Context: an optimization exercise on an open-source flow, tuned for small area and a short achievable clock period. The choices shown serve that exercise and are no tape-out recipe.
The RTL was checked by simulation tests, not by an equivalence proof against the original design.

==> run A: inputs <==
==> flow/design.v (excerpt) <==
module top_32bit(
    input               clk,
    input               we,
    input               reset,
    input      [31:0]   data,
    input      [1:0]    p_sel,
    input      [31:0]   P0,
    input      [31:0]   P1,
    output     [31:0]   P0_out,
    output     [31:0]   P1_out,
    output     [31:0]   data_out
  );
export LEC_CHECK = 0
export CAP_MARGIN = 20
export CORE_MARGIN = 2
export CORE_UTILIZATION = 40
export SETUP_SLACK_MARGIN = 5
export SLEW_MARGIN = 20
export SYNTH_HIERARCHICAL = 1
create_clock -name core_clock -period 12.0 [get_ports {clk}]
run.sh (not shown) runs the stock make flow with config.mk's settings and CLKGATE_MAP_FILE= SYNTH_SCRIPT=/design/flow/synth_recipe.tcl, a recipe that flattens the netlist after the stock synthesis.
==> run M: changes against run A <==
==> flow/flow/run.sh (new file) <==
#!/bin/bash
set -euo pipefail
bash standard.sh SETUP_SLACK_MARGIN=6.5 finish > layout_make.log 2>&1
==> flow/standard.sh (new file) <==
#!/bin/bash
# synth_recipe.tcl (not shown) runs the flow's synth.tcl, then flattens the netlist and writes it again
# the make line also repeats each setting of config.mk as NAME=value (left out here)
make -C /OpenROAD-flow-scripts/flow DESIGN_CONFIG=/design/flow/config.mk WORK_HOME=/design/flow/orfs CLKGATE_MAP_FILE= SYNTH_SCRIPT=/design/flow/synth_recipe.tcl "${@:-finish}"
--- a/flow/config.mk
+++ b/flow/config.mk
@@ -8,6 +8,5 @@
 export CAP_MARGIN = 20
 export CORE_MARGIN = 2
 export CORE_UTILIZATION = 40
-export SETUP_SLACK_MARGIN = 5
 export SLEW_MARGIN = 20
 export SYNTH_HIERARCHICAL = 1
removed: flow/run.sh
==> run summary <==
Timing:
- Measured against its own limit, the worst slew margin works out to 0.238.
- Setup slack on the critical path of the routed design comes to just over 5 ns.
- The ratio of final minimum period to clock period is 0.578.

Worst setup path:
- The reg2reg setup slack is 5.15 ns.

Run status:
- The run finished with no timing, DRC or antenna violations.

Cells and area:
- Summing all flip-flop and latch instances after layout gives 0.0217 sq mm.
- 0 antenna diodes ended up in the layout.
- Of the total standard cell area in the layout, the multi-input combinational portion is 0.456.
- The layout contains a multi-input combinational cell count of 3,220.
- The layout has approximately 11,000 filler cells.

Drt:
- The met1 wire length is 72,100 um.

Worst hold path:
- The hold path startpoint is valid[7].
The numbers above come from run A.

==> run summary <==
Floorplan:
- The floorplan die area is 0.129 sq mm.

Timing:
- Of the available clock period, the critical path in the final layout requires 0.552.
- Setup slack on the critical path of the routed design comes to 5.38 ns.

Placed design:
- Prior to clock tree synthesis, the placed netlist has a worst setup slack of 3.15 ns.

Drt:
- The met1 wire length is 76,800 um.

Worst setup path:
- The maximum cell stage delay along the critical path is 0.63 ns.
- The reg2reg setup slack is 5.96 ns.
- The critical register-to-register path endpoint is mid[0].

Run status:
- The flow ran to the end and the layout has no timing, DRC or antenna violations.

Worst hold path:
- The worst hold path begins at first.

Cells and area:
- The number of antenna repair diodes is 2.
- The count of multi-input combinational gates is ~3,200.
- The filler cells instantiated in the layout total 10,000.
- Multi-input logic gates represent a cell area share of 0.435.

Clocking:
- The number of buffers inserted by hold repair at cts is 0.

Synth:
- After synthesis the netlist holds a flip-flop and latch count of between 700 and 800.

Global routing:
- The first global-routing pass estimated 291,000 um of wire.
The numbers above come from run M.



==> 03-24: inputs <==
top_32bit, a different RTL version from the one above (not shown whole).
==> flow/config.mk <==
export PLATFORM = sky130hd
export DESIGN_NAME = top_32bit
export DESIGN_NICKNAME = top_32bit
export VERILOG_FILES = /design/flow/design.v
export SDC_FILE = /design/flow/constraint.sdc
export NUM_CORES = 4
export LEC_CHECK = 0
export CAP_MARGIN = 20
export CORE_MARGIN = 2
export CORE_UTILIZATION = 60
export SLEW_MARGIN = 20
export SYNTH_HIERARCHICAL = 1
==> flow/constraint.sdc <==
create_clock -name core_clock -period 12.0 [get_ports {clk}]
set_input_delay 2.4000 -clock core_clock [delete_from_list [all_inputs] [get_ports {clk}]]
set_output_delay 2.4000 -clock core_clock [all_outputs]
set_load 0.01 [all_outputs]
standard.sh (not shown) runs the stock make flow with config.mk's settings and CLKGATE_MAP_FILE= SYNTH_SCRIPT=/design/flow/synth_recipe.tcl, a recipe that flattens the netlist after the stock synthesis.
==> flow/flow/run.sh <==
#!/bin/bash
# The standard layout (the standard.sh, standard synthesis included) with:
#  - a clock tree of smaller buffers, larger sink clusters and no dummy loads;
#  - port buffers of buf_2 cells.
# make's own output goes to layout_make.log; each ORFS step logs under orfs/logs.
set -euo pipefail
bash standard.sh SETUP_SLACK_MARGIN=6.5 \
  'CTS_ARGS=-sink_clustering_enable -repair_clock_nets -dont_use_dummy_load -buf_list {sky130_fd_sc_hd__clkbuf_4} -root_buf sky130_fd_sc_hd__clkbuf_16 -sink_clustering_size 12' \
  'BUFFER_PORTS_ARGS=-buffer_cell sky130_fd_sc_hd__buf_2' \
  finish > layout_make.log 2>&1
==> 08-01 (differences from 03-24) <==
--- a/flow/flow/run.sh
+++ b/flow/flow/run.sh
@@ -7,3 +7,3 @@
 bash standard.sh SETUP_SLACK_MARGIN=6.5 \
-  'CTS_ARGS=-sink_clustering_enable -repair_clock_nets -dont_use_dummy_load -buf_list {sky130_fd_sc_hd__clkbuf_4} -root_buf sky130_fd_sc_hd__clkbuf_16 -sink_clustering_size 12' \
+  'CTS_ARGS=-sink_clustering_enable -repair_clock_nets -dont_use_dummy_load -buf_list {sky130_fd_sc_hd__clkbuf_4 sky130_fd_sc_hd__clkbuf_8} -sink_clustering_size 16' \
   'BUFFER_PORTS_ARGS=-buffer_cell sky130_fd_sc_hd__buf_2' \
ABC_AREA = 1   (was unset)
==> results.yml <==
status:
  status: "finished clean"
placement:
  dp_slack_ns: 4.438
yosys:
  synthCells: 6163
route:
  drt_iter0_drc: 4827
worst_setup_path:
  rrSetupSlack_ns: 6.75
[end of results for 08-01]
==> results.yml <==
status:
  status: "finished clean"
placement:
  dp_slack_ns: 3.864
worst_setup_path:
  rrSetupSlack_ns: 6.70
yosys:
  synth_xor_area_share_pct: 5.601
  synthCells: 3605
route:
  drt_iter0_drc: 4805
[end of results for 03-24]

==> port drivers added, routing unchanged <==
The flow's constraints put no driver on any port. The routed layouts listed below were extracted and timed again, unchanged, in two steps.
Step 1 sets driving cells, clkbuf_16 on the clock port and buf_2 on the other inputs (assumed; they add their load-dependent delay and slew).
Step 2 also shifts input and output timing later by t, the mid clock arrival at the registers, as if the neighbouring blocks saw the same clock.
Three values: no drivers, after step 1, after step 2; two values: the first two.
run	t, ns	setup WS [ns]	cell pins on the clock port's net
run A	0.776	5.064 / 4.992 / 4.722	1
run M	0.772	5.380 / 5.309 / 5.385	1
03-24	0.771	6.370 / 6.373 / 5.608	1
08-01	0.845	6.365 / 6.304 / 5.541	1
After both steps setup and hold are still met in every run listed. For 08-01, which loses most, drivers alone change the setup slack by -0.061 ns; drivers and shift together by -0.824 ns.
